Context: an optimization exercise on an open-source flow, tuned for small area and a short achievable clock period. The choices shown serve that exercise and are no tape-out recipe.
No run shown here included a check of the RTL's function; only the layout flow was run.
Power is estimated from default activity; no workload was simulated.

[flow/design.v]
`timescale 1ns / 1ps
`default_nettype none
module ArithmaticUnit(
		input wire clock_i, isWb_i, enable_i,
		input wire [4:0] wbAddress_i,
		input wire [6:0] opCode_i,
		input wire [15:0] pOperand_i, sOperand_i,
		output reg wbEnable_o,
		output reg [4:0] wbAddress_o,
		output reg [15:0] wbData_o,
		output reg [1:0] statusWriteback_o  
    );
	wire [15:0] P = pOperand_i;
	wire [15:0] S = sOperand_i;
	wire mul = opCode_i[1] & opCode_i[0];
	wire sub = opCode_i[1] & ~opCode_i[0];
	wire as  = opCode_i[1] ^ opCode_i[0];
	wire [7:0] one, two, neg;
	assign one[0] = opCode_i[0] ? (~opCode_i[1] | P[0]) : opCode_i[1];
	assign two[0] = opCode_i[1] & opCode_i[0] & P[1] & ~P[0];
	assign neg[0] = opCode_i[1] & (~opCode_i[0] | P[1]);
	genvar k;
	generate for (k = 1; k < 8; k = k + 1) begin : enc
		assign one[k] = mul & (P[2*k] ^ P[2*k-1]);
		assign two[k] = mul & ((P[2*k+1] & ~P[2*k] & ~P[2*k-1]) | (~P[2*k+1] & P[2*k] & P[2*k-1]));
		assign neg[k] = mul & P[2*k+1];
	end endgenerate
	wire pp0_0_n; pa_nand2 u_pp0_0_n (.a(one[0]), .b(S[0]), .y(pp0_0_n));
	wire pp0_0; pa_xnor2 u_pp0_0 (.a(pp0_0_n), .b(neg[0]), .y(pp0_0));
	wire pp0_1_n; pa_aoi22 u_pp0_1_n (.a(one[0]), .b(S[1]), .c(two[0]), .d(S[0]), .y(pp0_1_n));
	wire pp0_1; pa_xnor2 u_pp0_1 (.a(pp0_1_n), .b(neg[0]), .y(pp0_1));
	wire pp0_2_n; pa_aoi22 u_pp0_2_n (.a(one[0]), .b(S[2]), .c(two[0]), .d(S[1]), .y(pp0_2_n));
	wire pp0_2; pa_xnor2 u_pp0_2 (.a(pp0_2_n), .b(neg[0]), .y(pp0_2));
	wire pp0_3_n; pa_aoi22 u_pp0_3_n (.a(one[0]), .b(S[3]), .c(two[0]), .d(S[2]), .y(pp0_3_n));
	wire pp0_3; pa_xnor2 u_pp0_3 (.a(pp0_3_n), .b(neg[0]), .y(pp0_3));
	wire pp0_4_n; pa_aoi22 u_pp0_4_n (.a(one[0]), .b(S[4]), .c(two[0]), .d(S[3]), .y(pp0_4_n));
	wire pp0_4; pa_xnor2 u_pp0_4 (.a(pp0_4_n), .b(neg[0]), .y(pp0_4));
	wire pp0_5_n; pa_aoi22 u_pp0_5_n (.a(one[0]), .b(S[5]), .c(two[0]), .d(S[4]), .y(pp0_5_n));
	wire pp0_5; pa_xnor2 u_pp0_5 (.a(pp0_5_n), .b(neg[0]), .y(pp0_5));
	wire pp0_6_n; pa_aoi22 u_pp0_6_n (.a(one[0]), .b(S[6]), .c(two[0]), .d(S[5]), .y(pp0_6_n));
	wire pp0_6; pa_xnor2 u_pp0_6 (.a(pp0_6_n), .b(neg[0]), .y(pp0_6));
	wire pp0_7_n; pa_aoi22 u_pp0_7_n (.a(one[0]), .b(S[7]), .c(two[0]), .d(S[6]), .y(pp0_7_n));
	wire pp0_7; pa_xnor2 u_pp0_7 (.a(pp0_7_n), .b(neg[0]), .y(pp0_7));
	wire pp0_8_n; pa_aoi22 u_pp0_8_n (.a(one[0]), .b(S[8]), .c(two[0]), .d(S[7]), .y(pp0_8_n));
	wire pp0_8; pa_xnor2 u_pp0_8 (.a(pp0_8_n), .b(neg[0]), .y(pp0_8));
	wire pp0_9_n; pa_aoi22 u_pp0_9_n (.a(one[0]), .b(S[9]), .c(two[0]), .d(S[8]), .y(pp0_9_n));
	wire pp0_9; pa_xnor2 u_pp0_9 (.a(pp0_9_n), .b(neg[0]), .y(pp0_9));
	wire pp0_10_n; pa_aoi22 u_pp0_10_n (.a(one[0]), .b(S[10]), .c(two[0]), .d(S[9]), .y(pp0_10_n));
	wire pp0_10; pa_xnor2 u_pp0_10 (.a(pp0_10_n), .b(neg[0]), .y(pp0_10));
	wire pp0_11_n; pa_aoi22 u_pp0_11_n (.a(one[0]), .b(S[11]), .c(two[0]), .d(S[10]), .y(pp0_11_n));
	wire pp0_11; pa_xnor2 u_pp0_11 (.a(pp0_11_n), .b(neg[0]), .y(pp0_11));
	wire pp0_12_n; pa_aoi22 u_pp0_12_n (.a(one[0]), .b(S[12]), .c(two[0]), .d(S[11]), .y(pp0_12_n));
	wire pp0_12; pa_xnor2 u_pp0_12 (.a(pp0_12_n), .b(neg[0]), .y(pp0_12));
	wire pp0_13_n; pa_aoi22 u_pp0_13_n (.a(one[0]), .b(S[13]), .c(two[0]), .d(S[12]), .y(pp0_13_n));
	wire pp0_13; pa_xnor2 u_pp0_13 (.a(pp0_13_n), .b(neg[0]), .y(pp0_13));
	wire pp0_14_n; pa_aoi22 u_pp0_14_n (.a(one[0]), .b(S[14]), .c(two[0]), .d(S[13]), .y(pp0_14_n));
	wire pp0_14; pa_xnor2 u_pp0_14 (.a(pp0_14_n), .b(neg[0]), .y(pp0_14));
	wire pp0_15_n; pa_aoi22 u_pp0_15_n (.a(one[0]), .b(S[15]), .c(two[0]), .d(S[14]), .y(pp0_15_n));
	wire pp0_15; pa_xnor2 u_pp0_15 (.a(pp0_15_n), .b(neg[0]), .y(pp0_15));
	wire ng0 = neg[0];
	wire pp1_2_n; pa_aoi22 u_pp1_2_n (.a(one[1]), .b(S[0]), .c(as), .d(P[2]), .y(pp1_2_n));
	wire pp1_2; pa_xnor2 u_pp1_2 (.a(pp1_2_n), .b(neg[1]), .y(pp1_2));
	wire pp1_3_n; pa_aoi222 u_pp1_3_n (.a(one[1]), .b(S[1]), .c(two[1]), .d(S[0]), .e(as), .f(P[3]), .y(pp1_3_n));
	wire pp1_3; pa_xnor2 u_pp1_3 (.a(pp1_3_n), .b(neg[1]), .y(pp1_3));
	wire pp1_4_n; pa_aoi222 u_pp1_4_n (.a(one[1]), .b(S[2]), .c(two[1]), .d(S[1]), .e(as), .f(P[4]), .y(pp1_4_n));
	wire pp1_4; pa_xnor2 u_pp1_4 (.a(pp1_4_n), .b(neg[1]), .y(pp1_4));
	wire pp1_5_n; pa_aoi222 u_pp1_5_n (.a(one[1]), .b(S[3]), .c(two[1]), .d(S[2]), .e(as), .f(P[5]), .y(pp1_5_n));
	wire pp1_5; pa_xnor2 u_pp1_5 (.a(pp1_5_n), .b(neg[1]), .y(pp1_5));
	wire pp1_6_n; pa_aoi222 u_pp1_6_n (.a(one[1]), .b(S[4]), .c(two[1]), .d(S[3]), .e(as), .f(P[6]), .y(pp1_6_n));
	wire pp1_6; pa_xnor2 u_pp1_6 (.a(pp1_6_n), .b(neg[1]), .y(pp1_6));
	wire pp1_7_n; pa_aoi222 u_pp1_7_n (.a(one[1]), .b(S[5]), .c(two[1]), .d(S[4]), .e(as), .f(P[7]), .y(pp1_7_n));
	wire pp1_7; pa_xnor2 u_pp1_7 (.a(pp1_7_n), .b(neg[1]), .y(pp1_7));
	wire pp1_8_n; pa_aoi222 u_pp1_8_n (.a(one[1]), .b(S[6]), .c(two[1]), .d(S[5]), .e(as), .f(P[8]), .y(pp1_8_n));
	wire pp1_8; pa_xnor2 u_pp1_8 (.a(pp1_8_n), .b(neg[1]), .y(pp1_8));
	wire pp1_9_n; pa_aoi222 u_pp1_9_n (.a(one[1]), .b(S[7]), .c(two[1]), .d(S[6]), .e(as), .f(P[9]), .y(pp1_9_n));
	wire pp1_9; pa_xnor2 u_pp1_9 (.a(pp1_9_n), .b(neg[1]), .y(pp1_9));
	wire pp1_10_n; pa_aoi222 u_pp1_10_n (.a(one[1]), .b(S[8]), .c(two[1]), .d(S[7]), .e(as), .f(P[10]), .y(pp1_10_n));
	wire pp1_10; pa_xnor2 u_pp1_10 (.a(pp1_10_n), .b(neg[1]), .y(pp1_10));
	wire pp1_11_n; pa_aoi222 u_pp1_11_n (.a(one[1]), .b(S[9]), .c(two[1]), .d(S[8]), .e(as), .f(P[11]), .y(pp1_11_n));
	wire pp1_11; pa_xnor2 u_pp1_11 (.a(pp1_11_n), .b(neg[1]), .y(pp1_11));
	wire pp1_12_n; pa_aoi222 u_pp1_12_n (.a(one[1]), .b(S[10]), .c(two[1]), .d(S[9]), .e(as), .f(P[12]), .y(pp1_12_n));
	wire pp1_12; pa_xnor2 u_pp1_12 (.a(pp1_12_n), .b(neg[1]), .y(pp1_12));
	wire pp1_13_n; pa_aoi222 u_pp1_13_n (.a(one[1]), .b(S[11]), .c(two[1]), .d(S[10]), .e(as), .f(P[13]), .y(pp1_13_n));
	wire pp1_13; pa_xnor2 u_pp1_13 (.a(pp1_13_n), .b(neg[1]), .y(pp1_13));
	wire pp1_14_n; pa_aoi222 u_pp1_14_n (.a(one[1]), .b(S[12]), .c(two[1]), .d(S[11]), .e(as), .f(P[14]), .y(pp1_14_n));
	wire pp1_14; pa_xnor2 u_pp1_14 (.a(pp1_14_n), .b(neg[1]), .y(pp1_14));
	wire pp1_15_n; pa_aoi222 u_pp1_15_n (.a(one[1]), .b(S[13]), .c(two[1]), .d(S[12]), .e(as), .f(P[15]), .y(pp1_15_n));
	wire pp1_15; pa_xnor2 u_pp1_15 (.a(pp1_15_n), .b(neg[1]), .y(pp1_15));
	wire ng1 = neg[1];
	wire pp2_4_n; pa_nand2 u_pp2_4_n (.a(one[2]), .b(S[0]), .y(pp2_4_n));
	wire pp2_4; pa_xnor2 u_pp2_4 (.a(pp2_4_n), .b(neg[2]), .y(pp2_4));
	wire pp2_5_n; pa_aoi22 u_pp2_5_n (.a(one[2]), .b(S[1]), .c(two[2]), .d(S[0]), .y(pp2_5_n));
	wire pp2_5; pa_xnor2 u_pp2_5 (.a(pp2_5_n), .b(neg[2]), .y(pp2_5));
	wire pp2_6_n; pa_aoi22 u_pp2_6_n (.a(one[2]), .b(S[2]), .c(two[2]), .d(S[1]), .y(pp2_6_n));
	wire pp2_6; pa_xnor2 u_pp2_6 (.a(pp2_6_n), .b(neg[2]), .y(pp2_6));
	wire pp2_7_n; pa_aoi22 u_pp2_7_n (.a(one[2]), .b(S[3]), .c(two[2]), .d(S[2]), .y(pp2_7_n));
	wire pp2_7; pa_xnor2 u_pp2_7 (.a(pp2_7_n), .b(neg[2]), .y(pp2_7));
	wire pp2_8_n; pa_aoi22 u_pp2_8_n (.a(one[2]), .b(S[4]), .c(two[2]), .d(S[3]), .y(pp2_8_n));
	wire pp2_8; pa_xnor2 u_pp2_8 (.a(pp2_8_n), .b(neg[2]), .y(pp2_8));
	wire pp2_9_n; pa_aoi22 u_pp2_9_n (.a(one[2]), .b(S[5]), .c(two[2]), .d(S[4]), .y(pp2_9_n));
	wire pp2_9; pa_xnor2 u_pp2_9 (.a(pp2_9_n), .b(neg[2]), .y(pp2_9));
	wire pp2_10_n; pa_aoi22 u_pp2_10_n (.a(one[2]), .b(S[6]), .c(two[2]), .d(S[5]), .y(pp2_10_n));
	wire pp2_10; pa_xnor2 u_pp2_10 (.a(pp2_10_n), .b(neg[2]), .y(pp2_10));
	wire pp2_11_n; pa_aoi22 u_pp2_11_n (.a(one[2]), .b(S[7]), .c(two[2]), .d(S[6]), .y(pp2_11_n));
	wire pp2_11; pa_xnor2 u_pp2_11 (.a(pp2_11_n), .b(neg[2]), .y(pp2_11));
	wire pp2_12_n; pa_aoi22 u_pp2_12_n (.a(one[2]), .b(S[8]), .c(two[2]), .d(S[7]), .y(pp2_12_n));
	wire pp2_12; pa_xnor2 u_pp2_12 (.a(pp2_12_n), .b(neg[2]), .y(pp2_12));
	wire pp2_13_n; pa_aoi22 u_pp2_13_n (.a(one[2]), .b(S[9]), .c(two[2]), .d(S[8]), .y(pp2_13_n));
	wire pp2_13; pa_xnor2 u_pp2_13 (.a(pp2_13_n), .b(neg[2]), .y(pp2_13));
	wire pp2_14_n; pa_aoi22 u_pp2_14_n (.a(one[2]), .b(S[10]), .c(two[2]), .d(S[9]), .y(pp2_14_n));
	wire pp2_14; pa_xnor2 u_pp2_14 (.a(pp2_14_n), .b(neg[2]), .y(pp2_14));
	wire pp2_15_n; pa_aoi22 u_pp2_15_n (.a(one[2]), .b(S[11]), .c(two[2]), .d(S[10]), .y(pp2_15_n));
	wire pp2_15; pa_xnor2 u_pp2_15 (.a(pp2_15_n), .b(neg[2]), .y(pp2_15));
	wire ng2 = neg[2];
	wire pp3_6_n; pa_nand2 u_pp3_6_n (.a(one[3]), .b(S[0]), .y(pp3_6_n));
	wire pp3_6; pa_xnor2 u_pp3_6 (.a(pp3_6_n), .b(neg[3]), .y(pp3_6));
	wire pp3_7_n; pa_aoi22 u_pp3_7_n (.a(one[3]), .b(S[1]), .c(two[3]), .d(S[0]), .y(pp3_7_n));
	wire pp3_7; pa_xnor2 u_pp3_7 (.a(pp3_7_n), .b(neg[3]), .y(pp3_7));
	wire pp3_8_n; pa_aoi22 u_pp3_8_n (.a(one[3]), .b(S[2]), .c(two[3]), .d(S[1]), .y(pp3_8_n));
	wire pp3_8; pa_xnor2 u_pp3_8 (.a(pp3_8_n), .b(neg[3]), .y(pp3_8));
	wire pp3_9_n; pa_aoi22 u_pp3_9_n (.a(one[3]), .b(S[3]), .c(two[3]), .d(S[2]), .y(pp3_9_n));
	wire pp3_9; pa_xnor2 u_pp3_9 (.a(pp3_9_n), .b(neg[3]), .y(pp3_9));
	wire pp3_10_n; pa_aoi22 u_pp3_10_n (.a(one[3]), .b(S[4]), .c(two[3]), .d(S[3]), .y(pp3_10_n));
	wire pp3_10; pa_xnor2 u_pp3_10 (.a(pp3_10_n), .b(neg[3]), .y(pp3_10));
	wire pp3_11_n; pa_aoi22 u_pp3_11_n (.a(one[3]), .b(S[5]), .c(two[3]), .d(S[4]), .y(pp3_11_n));
	wire pp3_11; pa_xnor2 u_pp3_11 (.a(pp3_11_n), .b(neg[3]), .y(pp3_11));
	wire pp3_12_n; pa_aoi22 u_pp3_12_n (.a(one[3]), .b(S[6]), .c(two[3]), .d(S[5]), .y(pp3_12_n));
	wire pp3_12; pa_xnor2 u_pp3_12 (.a(pp3_12_n), .b(neg[3]), .y(pp3_12));
	wire pp3_13_n; pa_aoi22 u_pp3_13_n (.a(one[3]), .b(S[7]), .c(two[3]), .d(S[6]), .y(pp3_13_n));
	wire pp3_13; pa_xnor2 u_pp3_13 (.a(pp3_13_n), .b(neg[3]), .y(pp3_13));
	wire pp3_14_n; pa_aoi22 u_pp3_14_n (.a(one[3]), .b(S[8]), .c(two[3]), .d(S[7]), .y(pp3_14_n));
	wire pp3_14; pa_xnor2 u_pp3_14 (.a(pp3_14_n), .b(neg[3]), .y(pp3_14));
	wire pp3_15_n; pa_aoi22 u_pp3_15_n (.a(one[3]), .b(S[9]), .c(two[3]), .d(S[8]), .y(pp3_15_n));
	wire pp3_15; pa_xnor2 u_pp3_15 (.a(pp3_15_n), .b(neg[3]), .y(pp3_15));
	wire ng3 = neg[3];
	wire pp4_8_n; pa_nand2 u_pp4_8_n (.a(one[4]), .b(S[0]), .y(pp4_8_n));
	wire pp4_8; pa_xnor2 u_pp4_8 (.a(pp4_8_n), .b(neg[4]), .y(pp4_8));
	wire pp4_9_n; pa_aoi22 u_pp4_9_n (.a(one[4]), .b(S[1]), .c(two[4]), .d(S[0]), .y(pp4_9_n));
	wire pp4_9; pa_xnor2 u_pp4_9 (.a(pp4_9_n), .b(neg[4]), .y(pp4_9));
	wire pp4_10_n; pa_aoi22 u_pp4_10_n (.a(one[4]), .b(S[2]), .c(two[4]), .d(S[1]), .y(pp4_10_n));
	wire pp4_10; pa_xnor2 u_pp4_10 (.a(pp4_10_n), .b(neg[4]), .y(pp4_10));
	wire pp4_11_n; pa_aoi22 u_pp4_11_n (.a(one[4]), .b(S[3]), .c(two[4]), .d(S[2]), .y(pp4_11_n));
	wire pp4_11; pa_xnor2 u_pp4_11 (.a(pp4_11_n), .b(neg[4]), .y(pp4_11));
	wire pp4_12_n; pa_aoi22 u_pp4_12_n (.a(one[4]), .b(S[4]), .c(two[4]), .d(S[3]), .y(pp4_12_n));
	wire pp4_12; pa_xnor2 u_pp4_12 (.a(pp4_12_n), .b(neg[4]), .y(pp4_12));
	wire pp4_13_n; pa_aoi22 u_pp4_13_n (.a(one[4]), .b(S[5]), .c(two[4]), .d(S[4]), .y(pp4_13_n));
	wire pp4_13; pa_xnor2 u_pp4_13 (.a(pp4_13_n), .b(neg[4]), .y(pp4_13));
	wire pp4_14_n; pa_aoi22 u_pp4_14_n (.a(one[4]), .b(S[6]), .c(two[4]), .d(S[5]), .y(pp4_14_n));
	wire pp4_14; pa_xnor2 u_pp4_14 (.a(pp4_14_n), .b(neg[4]), .y(pp4_14));
	wire pp4_15_n; pa_aoi22 u_pp4_15_n (.a(one[4]), .b(S[7]), .c(two[4]), .d(S[6]), .y(pp4_15_n));
	wire pp4_15; pa_xnor2 u_pp4_15 (.a(pp4_15_n), .b(neg[4]), .y(pp4_15));
	wire ng4 = neg[4];
	wire pp5_10_n; pa_nand2 u_pp5_10_n (.a(one[5]), .b(S[0]), .y(pp5_10_n));
	wire pp5_10; pa_xnor2 u_pp5_10 (.a(pp5_10_n), .b(neg[5]), .y(pp5_10));
	wire pp5_11_n; pa_aoi22 u_pp5_11_n (.a(one[5]), .b(S[1]), .c(two[5]), .d(S[0]), .y(pp5_11_n));
	wire pp5_11; pa_xnor2 u_pp5_11 (.a(pp5_11_n), .b(neg[5]), .y(pp5_11));
	wire pp5_12_n; pa_aoi22 u_pp5_12_n (.a(one[5]), .b(S[2]), .c(two[5]), .d(S[1]), .y(pp5_12_n));
	wire pp5_12; pa_xnor2 u_pp5_12 (.a(pp5_12_n), .b(neg[5]), .y(pp5_12));
	wire pp5_13_n; pa_aoi22 u_pp5_13_n (.a(one[5]), .b(S[3]), .c(two[5]), .d(S[2]), .y(pp5_13_n));
	wire pp5_13; pa_xnor2 u_pp5_13 (.a(pp5_13_n), .b(neg[5]), .y(pp5_13));
	wire pp5_14_n; pa_aoi22 u_pp5_14_n (.a(one[5]), .b(S[4]), .c(two[5]), .d(S[3]), .y(pp5_14_n));
	wire pp5_14; pa_xnor2 u_pp5_14 (.a(pp5_14_n), .b(neg[5]), .y(pp5_14));
	wire pp5_15_n; pa_aoi22 u_pp5_15_n (.a(one[5]), .b(S[5]), .c(two[5]), .d(S[4]), .y(pp5_15_n));
	wire pp5_15; pa_xnor2 u_pp5_15 (.a(pp5_15_n), .b(neg[5]), .y(pp5_15));
	wire ng5 = neg[5];
	wire pp6_12_n; pa_nand2 u_pp6_12_n (.a(one[6]), .b(S[0]), .y(pp6_12_n));
	wire pp6_12; pa_xnor2 u_pp6_12 (.a(pp6_12_n), .b(neg[6]), .y(pp6_12));
	wire pp6_13_n; pa_aoi22 u_pp6_13_n (.a(one[6]), .b(S[1]), .c(two[6]), .d(S[0]), .y(pp6_13_n));
	wire pp6_13; pa_xnor2 u_pp6_13 (.a(pp6_13_n), .b(neg[6]), .y(pp6_13));
	wire pp6_14_n; pa_aoi22 u_pp6_14_n (.a(one[6]), .b(S[2]), .c(two[6]), .d(S[1]), .y(pp6_14_n));
	wire pp6_14; pa_xnor2 u_pp6_14 (.a(pp6_14_n), .b(neg[6]), .y(pp6_14));
	wire pp6_15_n; pa_aoi22 u_pp6_15_n (.a(one[6]), .b(S[3]), .c(two[6]), .d(S[2]), .y(pp6_15_n));
	wire pp6_15; pa_xnor2 u_pp6_15 (.a(pp6_15_n), .b(neg[6]), .y(pp6_15));
	wire ng6 = neg[6];
	wire pp7_14_n; pa_nand2 u_pp7_14_n (.a(one[7]), .b(S[0]), .y(pp7_14_n));
	wire pp7_14; pa_xnor2 u_pp7_14 (.a(pp7_14_n), .b(neg[7]), .y(pp7_14));
	wire pp7_15_n; pa_aoi22 u_pp7_15_n (.a(one[7]), .b(S[1]), .c(two[7]), .d(S[0]), .y(pp7_15_n));
	wire pp7_15; pa_xnor2 u_pp7_15 (.a(pp7_15_n), .b(neg[7]), .y(pp7_15));
	wire ng7 = neg[7];
	wire xp0 = as & P[0];
	wire xp1 = as & P[1];
	wire hs0, hc0; pa_ha u_hs0 (.a(ng5), .b(pp2_10), .s(hs0), .co(hc0));
	wire hs1, hc1; pa_ha u_hs1 (.a(pp2_11), .b(pp3_11), .s(hs1), .co(hc1));
	wire hs2, hc2; pa_ha u_hs2 (.a(ng6), .b(pp2_12), .s(hs2), .co(hc2));
	wire fs0_x, fs0, fc0; pa_xor2 u_fs0_x (.a(pp3_12), .b(pp4_12), .y(fs0_x)); pa_xor2 u_fs0 (.a(fs0_x), .b(pp5_12), .y(fs0)); pa_maj3 u_fc0 (.a(pp3_12), .b(pp4_12), .c(pp5_12), .y(fc0));
	wire hs3, hc3; pa_ha u_hs3 (.a(pp2_13), .b(pp3_13), .s(hs3), .co(hc3));
	wire fs1_x, fs1, fc1; pa_xor2 u_fs1_x (.a(pp4_13), .b(pp5_13), .y(fs1_x)); pa_xor2 u_fs1 (.a(fs1_x), .b(pp6_13), .y(fs1)); pa_maj3 u_fc1 (.a(pp4_13), .b(pp5_13), .c(pp6_13), .y(fc1));
	wire hs4, hc4; pa_ha u_hs4 (.a(ng7), .b(pp2_14), .s(hs4), .co(hc4));
	wire fs2, fc2; pa_fa u_fs2 (.a(pp3_14), .b(pp4_14), .c(pp0_14), .s(fs2), .co(fc2));
	wire fs3_x, fs3, fc3; pa_xor2 u_fs3_x (.a(pp5_14), .b(pp6_14), .y(fs3_x)); pa_xor2 u_fs3 (.a(fs3_x), .b(pp7_14), .y(fs3)); pa_maj3 u_fc3 (.a(pp5_14), .b(pp6_14), .c(pp7_14), .y(fc3));
	wire hs5, hc5; pa_ha u_hs5 (.a(pp2_15), .b(pp3_15), .s(hs5), .co(hc5));
	wire fs4, fc4; pa_fa u_fs4 (.a(pp4_15), .b(pp5_15), .c(pp1_15), .s(fs4), .co(fc4));
	wire fs5, fc5; pa_fa u_fs5 (.a(pp6_15), .b(pp7_15), .c(pp0_15), .s(fs5), .co(fc5));
	wire hs6, hc6; pa_ha u_hs6 (.a(ng3), .b(pp2_6), .s(hs6), .co(hc6));
	wire hs7, hc7; pa_ha u_hs7 (.a(pp2_7), .b(pp3_7), .s(hs7), .co(hc7));
	wire hs8, hc8; pa_ha u_hs8 (.a(ng4), .b(pp2_8), .s(hs8), .co(hc8));
	wire fs6, fc6; pa_fa u_fs6 (.a(pp3_8), .b(pp4_8), .c(pp0_8), .s(fs6), .co(fc6));
	wire hs9, hc9; pa_ha u_hs9 (.a(pp2_9), .b(pp3_9), .s(hs9), .co(hc9));
	wire fs7, fc7; pa_fa u_fs7 (.a(pp4_9), .b(pp0_9), .c(pp1_9), .s(fs7), .co(fc7));
	wire fs8, fc8; pa_fa u_fs8 (.a(pp3_10), .b(pp4_10), .c(hs0), .s(fs8), .co(fc8));
	wire fs9, fc9; pa_fa u_fs9 (.a(pp5_10), .b(pp0_10), .c(pp1_10), .s(fs9), .co(fc9));
	wire fs10_x, fs10, fc10; pa_xor2 u_fs10_x (.a(pp4_11), .b(pp5_11), .y(fs10_x)); pa_xor2 u_fs10 (.a(fs10_x), .b(hs1), .y(fs10)); pa_maj3 u_fc10 (.a(pp4_11), .b(pp5_11), .c(hs1), .y(fc10));
	wire fs11_x, fs11, fc11; pa_xor2 u_fs11_x (.a(pp0_11), .b(pp1_11), .y(fs11_x)); pa_xor2 u_fs11 (.a(fs11_x), .b(hc0), .y(fs11)); pa_maj3 u_fc11 (.a(pp0_11), .b(pp1_11), .c(hc0), .y(fc11));
	wire fs12_x, fs12, fc12; pa_xor2 u_fs12_x (.a(pp6_12), .b(pp0_12), .y(fs12_x)); pa_xor2 u_fs12 (.a(fs12_x), .b(fs0), .y(fs12)); pa_maj3 u_fc12 (.a(pp6_12), .b(pp0_12), .c(fs0), .y(fc12));
	wire fs13_x, fs13, fc13; pa_xor2 u_fs13_x (.a(pp1_12), .b(hc1), .y(fs13_x)); pa_xor2 u_fs13 (.a(fs13_x), .b(hs2), .y(fs13)); pa_maj3 u_fc13 (.a(pp1_12), .b(hc1), .c(hs2), .y(fc13));
	wire fs14_x, fs14, fc14; pa_xor2 u_fs14_x (.a(pp0_13), .b(pp1_13), .y(fs14_x)); pa_xor2 u_fs14 (.a(fs14_x), .b(fs1), .y(fs14)); pa_maj3 u_fc14 (.a(pp0_13), .b(pp1_13), .c(fs1), .y(fc14));
	wire fs15_x, fs15, fc15; pa_xor2 u_fs15_x (.a(hc2), .b(hs3), .y(fs15_x)); pa_xor2 u_fs15 (.a(fs15_x), .b(fc0), .y(fs15)); pa_maj3 u_fc15 (.a(hc2), .b(hs3), .c(fc0), .y(fc15));
	wire fs16_x, fs16, fc16; pa_xor2 u_fs16_x (.a(pp1_14), .b(hc3), .y(fs16_x)); pa_xor2 u_fs16 (.a(fs16_x), .b(fs3), .y(fs16)); pa_maj3 u_fc16 (.a(pp1_14), .b(hc3), .c(fs3), .y(fc16));
	wire fs17_x, fs17, fc17; pa_xor2 u_fs17_x (.a(hs4), .b(fc1), .y(fs17_x)); pa_xor2 u_fs17 (.a(fs17_x), .b(fs2), .y(fs17)); pa_maj3 u_fc17 (.a(hs4), .b(fc1), .c(fs2), .y(fc17));
	wire fs18_x, fs18, fc18; pa_xor2 u_fs18_x (.a(hc4), .b(hs5), .y(fs18_x)); pa_xor2 u_fs18 (.a(fs18_x), .b(fc2), .y(fs18)); pa_maj3 u_fc18 (.a(hc4), .b(hs5), .c(fc2), .y(fc18));
	wire fs19_x, fs19, fc19; pa_xor2 u_fs19_x (.a(fc3), .b(fs4), .y(fs19_x)); pa_xor2 u_fs19 (.a(fs19_x), .b(fs5), .y(fs19)); pa_maj3 u_fc19 (.a(fc3), .b(fs4), .c(fs5), .y(fc19));
	wire hs10, hc10; pa_ha u_hs10 (.a(ng2), .b(pp2_4), .s(hs10), .co(hc10));
	wire hs11, hc11; pa_ha u_hs11 (.a(pp2_5), .b(pp0_5), .s(hs11), .co(hc11));
	wire fs20, fc20; pa_fa u_fs20 (.a(pp3_6), .b(pp0_6), .c(pp1_6), .s(fs20), .co(fc20));
	wire fs21, fc21; pa_fa u_fs21 (.a(pp0_7), .b(pp1_7), .c(hc6), .s(fs21), .co(fc21));
	wire fs22, fc22; pa_fa u_fs22 (.a(pp1_8), .b(hc7), .c(hs8), .s(fs22), .co(fc22));
	wire fs23, fc23; pa_fa u_fs23 (.a(hc8), .b(hs9), .c(fc6), .s(fs23), .co(fc23));
	wire fs24_x, fs24, fc24; pa_xor2 u_fs24_x (.a(hc9), .b(fc7), .y(fs24_x)); pa_xor2 u_fs24 (.a(fs24_x), .b(fs9), .y(fs24)); pa_maj3 u_fc24 (.a(hc9), .b(fc7), .c(fs9), .y(fc24));
	wire fs25, fc25; pa_fa u_fs25 (.a(fc9), .b(fs11), .c(fs10), .s(fs25), .co(fc25));
	wire fs26_x, fs26, fc26; pa_xor2 u_fs26_x (.a(fc11), .b(fs12), .y(fs26_x)); pa_xor2 u_fs26 (.a(fs26_x), .b(fc10), .y(fs26)); pa_maj3 u_fc26 (.a(fc11), .b(fs12), .c(fc10), .y(fc26));
	wire fs27_x, fs27, fc27; pa_xor2 u_fs27_x (.a(fs14), .b(fc13), .y(fs27_x)); pa_xor2 u_fs27 (.a(fs27_x), .b(fs15), .y(fs27)); pa_maj3 u_fc27 (.a(fs14), .b(fc13), .c(fs15), .y(fc27));
	wire fs28_x, fs28, fc28; pa_xor2 u_fs28_x (.a(fc15), .b(fs16), .y(fs28_x)); pa_xor2 u_fs28 (.a(fs28_x), .b(fc14), .y(fs28)); pa_maj3 u_fc28 (.a(fc15), .b(fs16), .c(fc14), .y(fc28));
	wire fs29_x, fs29, fc29; pa_xor2 u_fs29_x (.a(fs18), .b(fc16), .y(fs29_x)); pa_xor2 u_fs29 (.a(fs29_x), .b(fc17), .y(fs29)); pa_maj3 u_fc29 (.a(fs18), .b(fc16), .c(fc17), .y(fc29));
	wire hs12, hc12; pa_ha u_hs12 (.a(xp0), .b(ng0), .s(hs12), .co(hc12));
	wire hs13, hc13; pa_ha u_hs13 (.a(xp1), .b(pp0_1), .s(hs13), .co(hc13));
	wire fs30, fc30; pa_fa u_fs30 (.a(ng1), .b(pp0_2), .c(pp1_2), .s(fs30), .co(fc30));
	wire hs14, hc14; pa_ha u_hs14 (.a(pp0_3), .b(pp1_3), .s(hs14), .co(hc14));
	wire fs31, fc31; pa_fa u_fs31 (.a(pp0_4), .b(pp1_4), .c(hs10), .s(fs31), .co(fc31));
	wire fs32, fc32; pa_fa u_fs32 (.a(pp1_5), .b(hc10), .c(hs11), .s(fs32), .co(fc32));
	wire fs33, fc33; pa_fa u_fs33 (.a(hs6), .b(hc11), .c(fs20), .s(fs33), .co(fc33));
	wire fs34, fc34; pa_fa u_fs34 (.a(hs7), .b(fc20), .c(fs21), .s(fs34), .co(fc34));
	wire fs35, fc35; pa_fa u_fs35 (.a(fs6), .b(fc21), .c(fs22), .s(fs35), .co(fc35));
	wire fs36_x, fs36, fc36; pa_xor2 u_fs36_x (.a(fs7), .b(fc22), .y(fs36_x)); pa_xor2 u_fs36 (.a(fs36_x), .b(fs23), .y(fs36)); pa_maj3 u_fc36 (.a(fs7), .b(fc22), .c(fs23), .y(fc36));
	wire fs37_x, fs37, fc37; pa_xor2 u_fs37_x (.a(fs8), .b(fc23), .y(fs37_x)); pa_xor2 u_fs37 (.a(fs37_x), .b(fs24), .y(fs37)); pa_maj3 u_fc37 (.a(fs8), .b(fc23), .c(fs24), .y(fc37));
	wire fs38_x, fs38, fc38; pa_xor2 u_fs38_x (.a(fc8), .b(fc24), .y(fs38_x)); pa_xor2 u_fs38 (.a(fs38_x), .b(fs25), .y(fs38)); pa_maj3 u_fc38 (.a(fc8), .b(fc24), .c(fs25), .y(fc38));
	wire fs39_x, fs39, fc39; pa_xor2 u_fs39_x (.a(fs13), .b(fc25), .y(fs39_x)); pa_xor2 u_fs39 (.a(fs39_x), .b(fs26), .y(fs39)); pa_maj3 u_fc39 (.a(fs13), .b(fc25), .c(fs26), .y(fc39));
	wire fs40_x, fs40, fc40; pa_xor2 u_fs40_x (.a(fc12), .b(fc26), .y(fs40_x)); pa_xor2 u_fs40 (.a(fs40_x), .b(fs27), .y(fs40)); pa_maj3 u_fc40 (.a(fc12), .b(fc26), .c(fs27), .y(fc40));
	wire fs41_x, fs41, fc41; pa_xor2 u_fs41_x (.a(fs17), .b(fc27), .y(fs41_x)); pa_xor2 u_fs41 (.a(fs41_x), .b(fs28), .y(fs41)); pa_maj3 u_fc41 (.a(fs17), .b(fc27), .c(fs28), .y(fc41));
	wire fs42_x, fs42, fc42; pa_xor2 u_fs42_x (.a(fs19), .b(fc28), .y(fs42_x)); pa_xor2 u_fs42 (.a(fs42_x), .b(fs29), .y(fs42)); pa_maj3 u_fc42 (.a(fs19), .b(fc28), .c(fs29), .y(fc42));
	wire [15:0] ra = {fc41, fc40, fc39, fc38, fc37, fc36, fc35, fc34, fc33, fc32, fc31, hc14, fc30, hc13, hc12, hs12};
	wire [15:0] rb = {fs42, fs41, fs40, fs39, fs38, fs37, fs36, fs35, fs34, fs33, fs32, fs31, hs14, fs30, hs13, pp0_0};
	wire [15:0] g0, p0;
	pa_xor2 u_p0_0 (.a(ra[0]), .b(rb[0]), .y(p0[0])); pa_and2 u_g0_0 (.a(ra[0]), .b(rb[0]), .y(g0[0]));
	pa_xor2 u_p0_1 (.a(ra[1]), .b(rb[1]), .y(p0[1])); pa_and2 u_g0_1 (.a(ra[1]), .b(rb[1]), .y(g0[1]));
	pa_xor2 u_p0_2 (.a(ra[2]), .b(rb[2]), .y(p0[2])); pa_and2 u_g0_2 (.a(ra[2]), .b(rb[2]), .y(g0[2]));
	pa_xor2 u_p0_3 (.a(ra[3]), .b(rb[3]), .y(p0[3])); pa_and2 u_g0_3 (.a(ra[3]), .b(rb[3]), .y(g0[3]));
	pa_xor2 u_p0_4 (.a(ra[4]), .b(rb[4]), .y(p0[4])); pa_and2 u_g0_4 (.a(ra[4]), .b(rb[4]), .y(g0[4]));
	pa_xor2 u_p0_5 (.a(ra[5]), .b(rb[5]), .y(p0[5])); pa_and2 u_g0_5 (.a(ra[5]), .b(rb[5]), .y(g0[5]));
	pa_xor2 u_p0_6 (.a(ra[6]), .b(rb[6]), .y(p0[6])); pa_and2 u_g0_6 (.a(ra[6]), .b(rb[6]), .y(g0[6]));
	pa_xor2 u_p0_7 (.a(ra[7]), .b(rb[7]), .y(p0[7])); pa_and2 u_g0_7 (.a(ra[7]), .b(rb[7]), .y(g0[7]));
	pa_xor2 u_p0_8 (.a(ra[8]), .b(rb[8]), .y(p0[8])); pa_and2 u_g0_8 (.a(ra[8]), .b(rb[8]), .y(g0[8]));
	pa_xor2 u_p0_9 (.a(ra[9]), .b(rb[9]), .y(p0[9])); pa_and2 u_g0_9 (.a(ra[9]), .b(rb[9]), .y(g0[9]));
	pa_xor2 u_p0_10 (.a(ra[10]), .b(rb[10]), .y(p0[10])); pa_and2 u_g0_10 (.a(ra[10]), .b(rb[10]), .y(g0[10]));
	pa_xor2 u_p0_11 (.a(ra[11]), .b(rb[11]), .y(p0[11])); pa_and2 u_g0_11 (.a(ra[11]), .b(rb[11]), .y(g0[11]));
	pa_xor2 u_p0_12 (.a(ra[12]), .b(rb[12]), .y(p0[12])); pa_and2 u_g0_12 (.a(ra[12]), .b(rb[12]), .y(g0[12]));
	pa_xor2 u_p0_13 (.a(ra[13]), .b(rb[13]), .y(p0[13])); pa_and2 u_g0_13 (.a(ra[13]), .b(rb[13]), .y(g0[13]));
	pa_xor2 u_p0_14 (.a(ra[14]), .b(rb[14]), .y(p0[14])); pa_and2 u_g0_14 (.a(ra[14]), .b(rb[14]), .y(g0[14]));
	pa_xor2 u_p0_15 (.a(ra[15]), .b(rb[15]), .y(p0[15])); pa_and2 u_g0_15 (.a(ra[15]), .b(rb[15]), .y(g0[15]));
	wire g1_1 = g0[1] | (p0[1] & g0[0]);
	wire g1_3 = g0[3] | (p0[3] & g0[2]);
	wire p1_3 = p0[3] & p0[2];
	wire g1_5 = g0[5] | (p0[5] & g0[4]);
	wire p1_5 = p0[5] & p0[4];
	wire g1_7 = g0[7] | (p0[7] & g0[6]);
	wire p1_7 = p0[7] & p0[6];
	wire g1_9 = g0[9] | (p0[9] & g0[8]);
	wire p1_9 = p0[9] & p0[8];
	wire g1_11 = g0[11] | (p0[11] & g0[10]);
	wire p1_11 = p0[11] & p0[10];
	wire g1_13 = g0[13] | (p0[13] & g0[12]);
	wire p1_13 = p0[13] & p0[12];
	wire g1_15 = g0[15] | (p0[15] & g0[14]);
	wire p1_15 = p0[15] & p0[14];
	wire g2_2 = g0[2] | (p0[2] & g1_1);
	wire g2_3 = g1_3 | (p1_3 & g1_1);
	wire g2_6 = g0[6] | (p0[6] & g1_5);
	wire p2_6 = p0[6] & p1_5;
	wire g2_7 = g1_7 | (p1_7 & g1_5);
	wire p2_7 = p1_7 & p1_5;
	wire g2_10 = g0[10] | (p0[10] & g1_9);
	wire p2_10 = p0[10] & p1_9;
	wire g2_11 = g1_11 | (p1_11 & g1_9);
	wire p2_11 = p1_11 & p1_9;
	wire g2_14 = g0[14] | (p0[14] & g1_13);
	wire p2_14 = p0[14] & p1_13;
	wire g2_15 = g1_15 | (p1_15 & g1_13);
	wire p2_15 = p1_15 & p1_13;
	wire g3_4 = g0[4] | (p0[4] & g2_3);
	wire g3_5 = g1_5 | (p1_5 & g2_3);
	wire g3_6 = g2_6 | (p2_6 & g2_3);
	wire g3_7 = g2_7 | (p2_7 & g2_3);
	wire g3_12 = g0[12] | (p0[12] & g2_11);
	wire p3_12 = p0[12] & p2_11;
	wire g3_13 = g1_13 | (p1_13 & g2_11);
	wire p3_13 = p1_13 & p2_11;
	wire g3_14 = g2_14 | (p2_14 & g2_11);
	wire p3_14 = p2_14 & p2_11;
	wire g3_15 = g2_15 | (p2_15 & g2_11);
	wire p3_15 = p2_15 & p2_11;
	wire g4_8 = g0[8] | (p0[8] & g3_7);
	wire g4_9 = g1_9 | (p1_9 & g3_7);
	wire g4_10 = g2_10 | (p2_10 & g3_7);
	wire g4_11 = g2_11 | (p2_11 & g3_7);
	wire g4_12 = g3_12 | (p3_12 & g3_7);
	wire g4_13 = g3_13 | (p3_13 & g3_7);
	wire g4_14 = g3_14 | (p3_14 & g3_7);
	wire g4_15 = g3_15 | (p3_15 & g3_7);
	wire [16:0] sum;
	assign sum[0] = p0[0];
	pa_xor2 u_sum_1 (.a(p0[1]), .b(g0[0]), .y(sum[1]));
	pa_xor2 u_sum_2 (.a(p0[2]), .b(g1_1), .y(sum[2]));
	pa_xor2 u_sum_3 (.a(p0[3]), .b(g2_2), .y(sum[3]));
	pa_xor2 u_sum_4 (.a(p0[4]), .b(g2_3), .y(sum[4]));
	pa_xor2 u_sum_5 (.a(p0[5]), .b(g3_4), .y(sum[5]));
	pa_xor2 u_sum_6 (.a(p0[6]), .b(g3_5), .y(sum[6]));
	pa_xor2 u_sum_7 (.a(p0[7]), .b(g3_6), .y(sum[7]));
	pa_xor2 u_sum_8 (.a(p0[8]), .b(g3_7), .y(sum[8]));
	pa_xor2 u_sum_9 (.a(p0[9]), .b(g4_8), .y(sum[9]));
	pa_xor2 u_sum_10 (.a(p0[10]), .b(g4_9), .y(sum[10]));
	pa_xor2 u_sum_11 (.a(p0[11]), .b(g4_10), .y(sum[11]));
	pa_xor2 u_sum_12 (.a(p0[12]), .b(g4_11), .y(sum[12]));
	pa_xor2 u_sum_13 (.a(p0[13]), .b(g4_12), .y(sum[13]));
	pa_xor2 u_sum_14 (.a(p0[14]), .b(g4_13), .y(sum[14]));
	pa_xor2 u_sum_15 (.a(p0[15]), .b(g4_14), .y(sum[15]));
	assign sum[16] = g4_15;
	wire cout = sum[16] | hc5 | fc4 | fc5 | fc18 | fc19 | fc29 | fc42;
	wire arith = ~|opCode_i[6:2];
	always @(posedge clock_i)
	begin
		if (enable_i)
		begin
			wbEnable_o <= isWb_i & |opCode_i;
			wbAddress_o <= wbAddress_i;
			if (arith) wbData_o <= sum[15:0];
			if (arith & as) statusWriteback_o <= {~opCode_i[1] & cout, opCode_i[1] & ~cout};
		end
	end
endmodule
module pa_aoi22(input wire a, b, c, d, output wire y);
	assign y = ~((a & b) | (c & d));
endmodule
module pa_aoi222(input wire a, b, c, d, e, f, output wire y);
	assign y = ~((a & b) | (c & d) | (e & f));
endmodule
module pa_nand2(input wire a, b, output wire y);
	assign y = ~(a & b);
endmodule
module pa_xnor2(input wire a, b, output wire y);
	assign y = ~(a ^ b);
endmodule
module pa_xor2(input wire a, b, output wire y);
	assign y = a ^ b;
endmodule
module pa_and2(input wire a, b, output wire y);
	assign y = a & b;
endmodule
module pa_maj3(input wire a, b, c, output wire y);
	assign y = (a & b) | (a & c) | (b & c);
endmodule
module pa_nor2(input wire a, b, output wire y);
	assign y = ~(a | b);
endmodule
module pa_inv(input wire a, output wire y);
	assign y = ~a;
endmodule
module pa_aoi21(input wire a1, a2, b1, output wire y);
	assign y = ~((a1 & a2) | b1);
endmodule
module pa_oai21(input wire a1, a2, b1, output wire y);
	assign y = ~((a1 | a2) & b1);
endmodule
module pa_fa(input wire a, b, c, output wire s, co);
	assign s = a ^ b ^ c;
	assign co = (a & b) | (a & c) | (b & c);
endmodule
module pa_ha(input wire a, b, output wire s, co);
	assign s = a ^ b;
	assign co = a & b;
endmodule
[flow/flow/run.sh]
#!/bin/bash
# Standard ORFS layout, with smaller port buffers and free cell resizing.
set -euo pipefail
bash standard.sh MATCH_CELL_FOOTPRINT=0 ABC_LOAD_IN_FF=1 "BUFFER_PORTS_ARGS=-buffer_cell sky130_fd_sc_hd__buf_1" finish > make_finish.log 2>&1
[flow/standard.sh]
#!/bin/bash
# synth_recipe.tcl (not shown) runs the flow's synth.tcl, then flattens the netlist and writes it again
# the make line also repeats each setting of config.mk as NAME=value (left out here)
make -C /OpenROAD-flow-scripts/flow DESIGN_CONFIG=/design/flow/config.mk WORK_HOME=/design/flow/orfs CLKGATE_MAP_FILE= SYNTH_SCRIPT=/design/flow/synth_recipe.tcl "${@:-finish}"
[flow/config.mk]
export PLATFORM = sky130hd
export DESIGN_NAME = ArithmaticUnit
export DESIGN_NICKNAME = ArithmaticUnit
export VERILOG_FILES = /design/flow/design.v
export SDC_FILE = /design/flow/constraint.sdc
export NUM_CORES = 4
export LEC_CHECK = 0
export CAP_MARGIN = 20
export CORE_MARGIN = 2
export CORE_UTILIZATION = 50
export SETUP_SLACK_MARGIN = 2.5
export SLEW_MARGIN = 20
export SYNTH_HIERARCHICAL = 1
export SYNTH_MINIMUM_KEEP_SIZE = 0
[flow/constraint.sdc]
create_clock -name core_clock -period 8.0 [get_ports {clock_i}]
set_input_delay 1.6000 -clock core_clock [delete_from_list [all_inputs] [get_ports {clock_i}]]
set_output_delay 1.6000 -clock core_clock [all_outputs]
set_load 0.01 [all_outputs]
==> impl_metrics.toml, run 1 <==
[cts]
numClockSinks = 24
numCtsBuffers = 3
clk_pin_slew_ns = 0.10
cts_max_path_buffers = 2
postCtsHoldBufs = 0
cts_tree = "built"
cts_max_level = 1
cts_root_buffer = "clkbuf_8"

[sta]
hold_viol = 0
worst-slew-pin-transition_ns = 0.8557
max_freq_ghz = 0.1858
drv_slew = 0
rsz0062_at_grt = "true"
setup_tns_ns = 0
min_period_over_period_pct = 67.27
period_minus_slack_ns = 5.381
setup_viol = 0
holdWs_ns = 1.488
relSlewSlack_pct = 42.96

[cells_and_area]
finalNetCount = 602
drive_gt1_share_pct = 13.87
antenna_cells = 0
syn_to_final_growth_pct = 15.54

[critical_path]
crit_type = "in2reg"
path_cells = "buf_1 > ha_4 > clkbuf_4 > and2_2 > a22oi_1 > xnor2_1 > xor2_1 > xor2_1 > maj3_2 > maj3_2 > xor2_1 > xor2_1 > and2_0 > nor4_1 > nand2_1 > a21oi_1 > o31ai_2 > and2_0"
critPathLaunch = "opCode_i[1]"
cp_slowest_stage_delay_ns = 0.37
cpMostUsedCell = "xor2_1"
cp-endpoint = "statusWriteback_o[1]$_DFFE_PP_"
arrival_ns = 5.42
cp_data_required_time_ns = 8.04
cp_max_fo = 11
end_kind = "register"
cp-start-kind = "primary input"
cpMaxStageDelayCell = "maj3_2"

[power_and_ir_drop]
switching_share_pct = 45.67
p_seq_share_pct = 16.6
peakVddDrop_mv = 0.1018
netSwitchingPower_uw = 531.1
pwr-share-clk_pct = 9.4
internal-power_uw = 631.7
p_leak_uw = 0.001930
p_comb_share_pct = 73.9
powerDensity_nw_per_um2 = 238.5

[drt]
ant_nets = 0
via_count = 3654
firstDrtPassIters = 6
via_per_inst = 5.856
dr_wl_met2_um = 5222
met1_length_um = 5068
drtIter0Drc = 350
routed_wl_um = 11060
top_layer_used = "met4"
wl_per_cell_um = 17.73
route.met3.wl_um = 682
drc_errors = 0

[yosys]
synthArstFlopShare_pct = 0
ys.flop_type = "edfxtp_1"
synth.avg_cell_area_um2 = 9.657
synth_top_area_cell = "xor2_1"
synth_area_um2 = 4220
synth_warnings = 7
yosysSeqAreaShare_pct = 17.08
ys_seq_elements = 24
ys_top_cells_by_area = "xor2_1, edfxtp_1, xnor2_1, a22oi_1, fa_1"
synth_edf_count = 24
synth_top_area_share_pct = 18.26
yosysUniqueCellTypes = 29
synthesis.nets = 519
netlist_instances = 437

[die]
start_util_pct = 51.36
placementRows = 33
ios = 71
core_area_um2 = 8217
dieWidth_um = 95.87
fp.dieArea_um2 = 9191
die_h_um = 95.87

[placed_design]
io_buffers = 70
dp.final_hpwl_um = 8428
place_congestion = 0.8880

[worst_hold_path]
hold_class = "in2reg"
min_path_cells = 1

[job]
maxCapViolCount = 0

[global_routing]
antenna_found_initial = 0
grt_pass1_vias = 3468
grt_use_total_pct = 24.68
grt_pass1_wl_um = 17530
grt_max_degree = 23
overflow = 0

[outcome]
status = "no timing/DRC/antenna violations"
## per-module statistics from Yosys (local to each module, per instance)
| module | cell area (µm²) | cells inside | times used |
|---|---|---|---|
| ArithmaticUnit | 1404 | 138 | 1 |
| pa_fa | 20.02 | 1 | 18 |
| pa_maj3 | 11.26 | 1 | 25 |
| pa_aoi22 | 7.507 | 1 | 52 |
| pa_nand2 | 3.754 | 1 | 7 |
| pa_xnor2 | 8.758 | 1 | 72 |
| pa_and2 | 6.256 | 1 | 16 |
| pa_aoi222 | 10.01 | 1 | 13 |
| pa_xor2 | 8.758 | 1 | 81 |
| pa_ha | 12.51 | 1 | 15 |
## final cells by class
type                       count  area (µm²)
clock inverter                 1       30.03
clock buffer                   3       41.29
tap                          105       131.4
fill                         728        3341
inverter                       4       15.01
multi-input combinational    408        3588
sequential                    24       720.7
timing repair buffer          79       349.1
## sequential cells by signal, indices dropped and copies added (netlist names)
name,cells
statusWriteback_o,2
wbEnable_o,1
wbData_o,16
wbAddress_o,5
## cell usage after synthesis (10+ instances only)
cell and n:
xnor2_1 72, maj3_2 25, nand2_1 26, o21ai_0 10, a22oi_1 52, xor2_1 88, ha_1 17, fa_1 18
edfxtp_1 24, a21o_1 10, nor2_1 12, a222oi_1 13, and2_0 41
## layout by cell type, fill, tap and decap left out, types with 2 or more instances in the layout
| cell | netlist | final |
|---|---|---|
| maj3_2 | 25 | 25 |
| a222oi_1 | 13 | 13 |
| and2_2 | 0 | 10 |
| o21ai_0 | 10 | 9 |
| edfxtp_1 | 24 | 24 |
| nand2_1 | 26 | 26 |
| and2_1 | 0 | 3 |
| clkbuf_8 | 0 | 3 |
| and2_4 | 0 | 3 |
| buf_1 | 0 | 65 |
| a21o_1 | 10 | 10 |
| xor2_2 | 0 | 4 |
| clkbuf_2 | 0 | 5 |
| buf_4 | 0 | 7 |
| and2_0 | 41 | 25 |
| fa_1 | 18 | 18 |
| and3_1 | 2 | 2 |
| xnor2_1 | 72 | 71 |
| a22oi_1 | 52 | 51 |
| ha_1 | 17 | 15 |
| ha_4 | 0 | 2 |
| xor2_1 | 88 | 84 |
| nor2_1 | 12 | 11 |
| a21oi_1 | 7 | 6 |
| nor4_1 | 2 | 2 |
| inv_1 | 4 | 3 |
## power by group through the flow
stage	Sequential [µW]	Clock, µW	Combinational, µW
final	194	110	860
after global placement	196	0	800
after floorplan	200	0	662
after global routing	195	120	953
after detailed placement	197	0	820
after CTS	194	111	826
## repair_timing
| action | CTS | global route |
|---|---|---|
| gates cloned | 0 | 1 |
| buffers inserted | 0 | 8 |
| setup endpoints to repair | 9 | 7 |
| pin swaps | 0 | 9 |
| gates resized for setup | 19 | 31 |
## worst min-delay path by stage
stage,endpoint,startpoint
6_report,wbAddress_o[0]$_DFFE_PP_,wbAddress_i[0]
5_1_grt,wbAddress_o[4]$_DFFE_PP_,wbAddress_i[4]
4_1_cts,wbAddress_o[0]$_DFFE_PP_,wbAddress_i[0]
3_5_place_dp,wbAddress_o[0]$_DFFE_PP_,wbAddress_i[0]
3_3_place_gp,wbAddress_o[3]$_DFFE_PP_,wbAddress_i[3]
2_1_floorplan,wbAddress_o[0]$_DFFE_PP_,wbAddress_i[0]
## per-layer routing
layer / track usage [%] / vias to the layer above
met5: 0 / -
met4: 4.524 / 0
met3: 2.428 / 7
met2: 41.49 / 143
met1: 34.67 / 1755
li1: - / 1749
## critical path, delay by kind of cell
| family | cells | cell delay, ns |
|---|---|---|
| xor+xnor | 5 | 1.06 |
| fa+ha+maj | 3 | 0.89 |
| compound gates | 3 | 0.47 |
| buf+inv | 2 | 0.37 |
| simple gates | 5 | 1.04 |
## through the flow
step / cells / total power (µW) / instance area, µm² / util, % / worst slack [ns]
finish: 624 / 1163 / 4876 / 59.34 / 2.619
CTS: 615 / 1131 / 4706 / 57.27 / 2.536
floorplan: 437 / 861.9 / 4223 / - / 2.526
global placement: 611 / 996.2 / 4617 / 56.19 / 1.830
detailed placement: 611 / 1017 / 4617 / 56.19 / 1.746
global route: 624 / 1267 / 4876 / 59.34 / 2.479
## cells by family after synthesis
family / share of synthesized area, %
AOI/OAI and AO/OA: 18.29
xor gates and xnor gates: 33.20
adders and majority gates: 20.25
buffers and inverters: 0.5336
DFF: 17.08
and+or+nand+nor: 10.64
==> inputs of run 2 (changes only) <==
--- a/flow/design.v
+++ b/flow/design.v
@@ -198,7 +198,7 @@
 	wire hs9, hc9; pa_ha u_hs9 (.a(pp2_9), .b(pp3_9), .s(hs9), .co(hc9));
 	wire fs7, fc7; pa_fa u_fs7 (.a(pp4_9), .b(pp0_9), .c(pp1_9), .s(fs7), .co(fc7));
 	wire fs8, fc8; pa_fa u_fs8 (.a(pp3_10), .b(pp4_10), .c(hs0), .s(fs8), .co(fc8));
-	wire fs9, fc9; pa_fa u_fs9 (.a(pp5_10), .b(pp0_10), .c(pp1_10), .s(fs9), .co(fc9));
+	wire fs9_x, fs9, fc9; pa_xor2 u_fs9_x (.a(pp5_10), .b(pp0_10), .y(fs9_x)); pa_xor2 u_fs9 (.a(fs9_x), .b(pp1_10), .y(fs9)); pa_maj3 u_fc9 (.a(pp5_10), .b(pp0_10), .c(pp1_10), .y(fc9));
 	wire fs10_x, fs10, fc10; pa_xor2 u_fs10_x (.a(pp4_11), .b(pp5_11), .y(fs10_x)); pa_xor2 u_fs10 (.a(fs10_x), .b(hs1), .y(fs10)); pa_maj3 u_fc10 (.a(pp4_11), .b(pp5_11), .c(hs1), .y(fc10));
 	wire fs11_x, fs11, fc11; pa_xor2 u_fs11_x (.a(pp0_11), .b(pp1_11), .y(fs11_x)); pa_xor2 u_fs11 (.a(fs11_x), .b(hc0), .y(fs11)); pa_maj3 u_fc11 (.a(pp0_11), .b(pp1_11), .c(hc0), .y(fc11));
 	wire fs12_x, fs12, fc12; pa_xor2 u_fs12_x (.a(pp6_12), .b(pp0_12), .y(fs12_x)); pa_xor2 u_fs12 (.a(fs12_x), .b(fs0), .y(fs12)); pa_maj3 u_fc12 (.a(pp6_12), .b(pp0_12), .c(fs0), .y(fc12));
@@ -214,9 +214,9 @@
 	wire fs20, fc20; pa_fa u_fs20 (.a(pp3_6), .b(pp0_6), .c(pp1_6), .s(fs20), .co(fc20));
 	wire fs21, fc21; pa_fa u_fs21 (.a(pp0_7), .b(pp1_7), .c(hc6), .s(fs21), .co(fc21));
 	wire fs22, fc22; pa_fa u_fs22 (.a(pp1_8), .b(hc7), .c(hs8), .s(fs22), .co(fc22));
-	wire fs23, fc23; pa_fa u_fs23 (.a(hc8), .b(hs9), .c(fc6), .s(fs23), .co(fc23));
+	wire fs23_x, fs23, fc23; pa_xor2 u_fs23_x (.a(hc8), .b(hs9), .y(fs23_x)); pa_xor2 u_fs23 (.a(fs23_x), .b(fc6), .y(fs23)); pa_maj3 u_fc23 (.a(hc8), .b(hs9), .c(fc6), .y(fc23));
 	wire fs24_x, fs24, fc24; pa_xor2 u_fs24_x (.a(hc9), .b(fc7), .y(fs24_x)); pa_xor2 u_fs24 (.a(fs24_x), .b(fs9), .y(fs24)); pa_maj3 u_fc24 (.a(hc9), .b(fc7), .c(fs9), .y(fc24));
-	wire fs25, fc25; pa_fa u_fs25 (.a(fc9), .b(fs11), .c(fs10), .s(fs25), .co(fc25));
+	wire fs25_x, fs25, fc25; pa_xor2 u_fs25_x (.a(fc9), .b(fs11), .y(fs25_x)); pa_xor2 u_fs25 (.a(fs25_x), .b(fs10), .y(fs25)); pa_maj3 u_fc25 (.a(fc9), .b(fs11), .c(fs10), .y(fc25));
 	wire fs26_x, fs26, fc26; pa_xor2 u_fs26_x (.a(fc11), .b(fs12), .y(fs26_x)); pa_xor2 u_fs26 (.a(fs26_x), .b(fc10), .y(fs26)); pa_maj3 u_fc26 (.a(fc11), .b(fs12), .c(fc10), .y(fc26));
 	wire fs27_x, fs27, fc27; pa_xor2 u_fs27_x (.a(fs14), .b(fc13), .y(fs27_x)); pa_xor2 u_fs27 (.a(fs27_x), .b(fs15), .y(fs27)); pa_maj3 u_fc27 (.a(fs14), .b(fc13), .c(fs15), .y(fc27));
 	wire fs28_x, fs28, fc28; pa_xor2 u_fs28_x (.a(fc15), .b(fs16), .y(fs28_x)); pa_xor2 u_fs28 (.a(fs28_x), .b(fc14), .y(fs28)); pa_maj3 u_fc28 (.a(fc15), .b(fs16), .c(fc14), .y(fc28));
@@ -229,8 +229,8 @@
 	wire fs32, fc32; pa_fa u_fs32 (.a(pp1_5), .b(hc10), .c(hs11), .s(fs32), .co(fc32));
 	wire fs33, fc33; pa_fa u_fs33 (.a(hs6), .b(hc11), .c(fs20), .s(fs33), .co(fc33));
 	wire fs34, fc34; pa_fa u_fs34 (.a(hs7), .b(fc20), .c(fs21), .s(fs34), .co(fc34));
-	wire fs35, fc35; pa_fa u_fs35 (.a(fs6), .b(fc21), .c(fs22), .s(fs35), .co(fc35));
-	wire fs36_x, fs36, fc36; pa_xor2 u_fs36_x (.a(fs7), .b(fc22), .y(fs36_x)); pa_xor2 u_fs36 (.a(fs36_x), .b(fs23), .y(fs36)); pa_maj3 u_fc36 (.a(fs7), .b(fc22), .c(fs23), .y(fc36));
+	wire fs35_x, fs35, fc35; pa_xor2 u_fs35_x (.a(fs6), .b(fc21), .y(fs35_x)); pa_xor2 u_fs35 (.a(fs35_x), .b(fs22), .y(fs35)); pa_maj3 u_fc35 (.a(fs6), .b(fc21), .c(fs22), .y(fc35));
+	wire fs36, fc36; pa_fa u_fs36 (.a(fs7), .b(fc22), .c(fs23), .s(fs36), .co(fc36));
 	wire fs37_x, fs37, fc37; pa_xor2 u_fs37_x (.a(fs8), .b(fc23), .y(fs37_x)); pa_xor2 u_fs37 (.a(fs37_x), .b(fs24), .y(fs37)); pa_maj3 u_fc37 (.a(fs8), .b(fc23), .c(fs24), .y(fc37));
 	wire fs38_x, fs38, fc38; pa_xor2 u_fs38_x (.a(fc8), .b(fc24), .y(fs38_x)); pa_xor2 u_fs38 (.a(fs38_x), .b(fs25), .y(fs38)); pa_maj3 u_fc38 (.a(fc8), .b(fc24), .c(fs25), .y(fc38));
 	wire fs39_x, fs39, fc39; pa_xor2 u_fs39_x (.a(fs13), .b(fc25), .y(fs39_x)); pa_xor2 u_fs39 (.a(fs39_x), .b(fs26), .y(fs39)); pa_maj3 u_fc39 (.a(fs13), .b(fc25), .c(fs26), .y(fc39));
==> run 2 against run 1 <==
Net effect:
- area after synthesis grew 0.62%
- wire length shrank 4.6%
- cell count shrank 0.16%
- highest routed layer unchanged
- sequential power is essentially flat
- critical endpoint is now wbData_o[14]$_DFFE_PP_
- worst hold slack lost 0.0032 ns
- still clean on timing, DRC and antenna
- total power shrank 2.9%
- sequential cell count is the same
- sequential share of layout area grew 0.15 points
- critical path depth shrank 3
- clock power is essentially flat
- maximum frequency grew 1.3%
- count of clock-buffer cells in the layout is the same
- largest cell class unchanged
==> impl_metrics.toml, run 2 <==
[outcome]
status = "no timing/DRC/antenna violations"

[placed_design]
place_congestion = 0.8621
dp.final_hpwl_um = 8210
io_buffers = 70

[cells_and_area]
top_register = "wbData_o"
drive_gt1_share_pct = 10.81
final_common_cell = "xor2_1"
top_regs = "wbData_o (16), wbAddress_o (5), statusWriteback_o (2)"
largest_register_ffs = 16
final_cell_mix = "xor2_1, xnor2_1, buf_1"
nFillCells = 762
antenna_cells = 0
finalNetCount = 598
syn_to_final_growth_pct = 13.67

[drt]
wl_per_cell_um = 16.94
drtIter0Drc = 251
routed_wl_um = 10550
ant_nets = 0
via_per_inst = 5.788
route.met3.wl_um = 593
dr_wl_met2_um = 4956
met1_length_um = 4854
drc_errors = 0
top_layer_used = "met4"
via_count = 3606
firstDrtPassIters = 5

[power_and_ir_drop]
powerDensity_nw_per_um2 = 234.0
p_leak_uw = 0.001910
peakVddDrop_mv = 0.08254

[yosys]
ys_seq_elements = 24
yosys.cell_count.top_type = "xor2_1"
synth_area_um2 = 4247
synth_common_cells = "xor2_1, xnor2_1, a22oi_1"
ys.flop_type = "edfxtp_1"
synth_top_area_share_pct = 19.39
synth.avg_cell_area_um2 = 9.586
synth_top_area_cell = "xor2_1"
yosysSeqAreaShare_pct = 16.97
synth_edf_count = 24
synthArstFlopShare_pct = 0
synth_warnings = 7
synthesis.nets = 522
netlist_instances = 443
ys_top_cells_by_area = "xor2_1, edfxtp_1, xnor2_1, a22oi_1, maj3_2"
yosysUniqueCellTypes = 29

[sta]
period_minus_slack_ns = 5.310
setup_viol = 0
worst-slew-pin-transition_ns = 0.8372
setup_tns_ns = 0
holdWs_ns = 1.484
relSlewSlack_pct = 44.19
max_freq_ghz = 0.1883
rsz0062_at_grt = "false"
min_period_over_period_pct = 66.37
drv_slew = 0
hold_viol = 0

[critical_path]
cpMaxStageDelayCell = "fa_1"
crit_family = "compound AO/OA/AOI/OAI gates"
end_kind = "register"
cp_max_fo = 17
path_cells = "buf_1 > inv_1 > ha_4 > a222oi_1 > xnor2_1 > fa_1 > fa_1 > xor2_1 > a21oi_1 > o21ai_0 > a31o_4 > a21o_1 > a21o_1 > a21o_1 > xor2_1"
cp_num_buf_inv = 2
cp_data_required_time_ns = 8.02
crit_type = "in2reg"
cp_slowest_stage_delay_ns = 0.50
cp-start-kind = "primary input"
cpMostUsedCell = "a21o_1"
arrival_ns = 5.33

[die]
placementRows = 33
core_area_um2 = 8217
die_h_um = 96.16
ios = 71
fp.dieArea_um2 = 9247
dieWidth_um = 96.16
start_util_pct = 51.68

[global_routing]
grt_pass1_vias = 3318
grt_use_total_pct = 23.29
overflow = 0
grt_max_degree = 23
grt_pass1_wl_um = 16680
antenna_found_initial = 0

[cts]
cts_tree = "built"
numClockSinks = 24
cts_root_buffer = "clkbuf_8"
cts_max_path_buffers = 2
numCtsBuffers = 3
clk_pin_slew_ns = 0.10
cts_max_level = 1

[worst_hold_path]
hp-start = "wbAddress_i[3]"
hold_class = "in2reg"
min_path_cells = 1
worst_hold_path.endpoint = "wbAddress_o[3]$_DFFE_PP_"

[job]
maxCapViolCount = 0
-- run 2: cell types whose count changed in the layout (fill, tap and decap cells not counted), sizes merged --
cell	change
maj3	+3
clkbuf	-5
xor2	+6
buf	-1
nor2	-1
fa	-3
-- run 2: where the power goes --
group	switching, µW	internal [µW]	total, µW
registers	1.26	192	193
logic	467	358	825
clock network	43.8	67.0	111
-- run 2: how the worst max path moves through the flow --
stage	endpoint	startpoint	depth (start not counted)
finish	wbData_o[14]$_DFFE_PP_	opCode_i[1]	15
global route	wbData_o[14]$_DFFE_PP_	opCode_i[1]	15
floorplan	wbData_o[14]$_DFFE_PP_	opCode_i[0]	16
detailed placement	wbData_o[14]$_DFFE_PP_	opCode_i[1]	16
global placement	wbData_o[14]$_DFFE_PP_	opCode_i[1]	16
CTS	wbData_o[14]$_DFFE_PP_	opCode_i[1]	15
-- run 2: Yosys stat by module (local to each module, per instance) --
module	flops+latches	copies in the design	area [µm²]	cells inside
pa_ha	0	15	12.51	1
ArithmaticUnit	24	1	1404	138
pa_and2	0	16	6.256	1
pa_nand2	0	7	3.754	1
pa_xnor2	0	72	8.758	1
pa_fa	0	15	20.02	1
pa_xor2	0	87	8.758	1
pa_aoi22	0	52	7.507	1
pa_maj3	0	28	11.26	1
pa_aoi222	0	13	10.01	1
-- run 2: cells by family after synthesis --
group	Yosys count	share of synthesized area [%]
xor gates and xnor gates	166	34.24
DFF	24	16.97
adders and majority gates	60	19.50
and+or+nand+nor	87	10.58
AOI/OAI and AO/OA	100	18.18
buffers and inverters	6	0.5303
-- run 2: final cells by class --
cell class / instances / area, µm² / area share, %
clock buffer: 3 / 41.29 / 0.8554
sequential: 24 / 720.7 / 14.93
multi-input combinational: 413 / 3577 / 74.11
inverter: 4 / 15.01 / 0.3110
timing repair buffer: 73 / 311.5 / 6.454
clock inverter: 1 / 30.03 / 0.6221
tap: 105 / 131.4 / 2.722
-- run 2: what timing repair did --
item | 4_1_cts | 5_1_grt
pin swaps | 0 | 4
setup buffers | 0 | 2
endpoints found under the setup margin | 9 | 8
resized for setup | 18 | 20
hold buffers | 0 | 0
-- run 2: through the flow --
| stage | setup WS, ns | area, µm² | total power, µW | utilization, % | instances |
|---|---|---|---|---|---|
| after floorplan | 2.556 | 4249 | 866.3 | - | 443 |
| after global placement | 1.869 | 4643 | 998.0 | 56.51 | 617 |
| after detailed placement | 1.769 | 4643 | 1017 | 56.51 | 617 |
| after CTS | 2.493 | 4731 | 1134 | 57.58 | 621 |
| after global routing | 2.501 | 4827 | 1232 | 58.75 | 623 |
| final | 2.690 | 4827 | 1129 | 58.75 | 623 |
-- run 2: per-layer routing --
metal,GRT usage (%),up-vias
li1,-,1761
met1,33.35,1705
met2,38.14,128
met3,1.723,12
met4,5.238,0
met5,0,-

-- re-timing with driven ports --
Ports are ideal in the flow. The routed layouts listed here were re-timed in OpenROAD. Step 1 sets driving cells, clkbuf_16 on the clock port and buf_2 on the other inputs (assumed; they add their load-dependent delay and slew). Step 2 times the ports against the registers' clock, not the clock port: input delays grow and output delays shrink by t, the midpoint of the rising clock arrivals with the driver on. Three values: ideal ports, drivers, drivers and shift; two values: the first two.
| run | t, ns | slack for setup (ns) | worst setup path at the end |
|---|---|---|---|
| run 1 | 0.296 | 2.619 / 2.626 / 2.330 | input to register |
| run 2 | 0.300 | 2.690 / 2.698 / 2.398 | input to register |
After both steps every run listed still meets setup and hold. For run 2, which loses most, drivers alone change the setup slack by +0.008 ns; drivers and shift together by -0.292 ns.
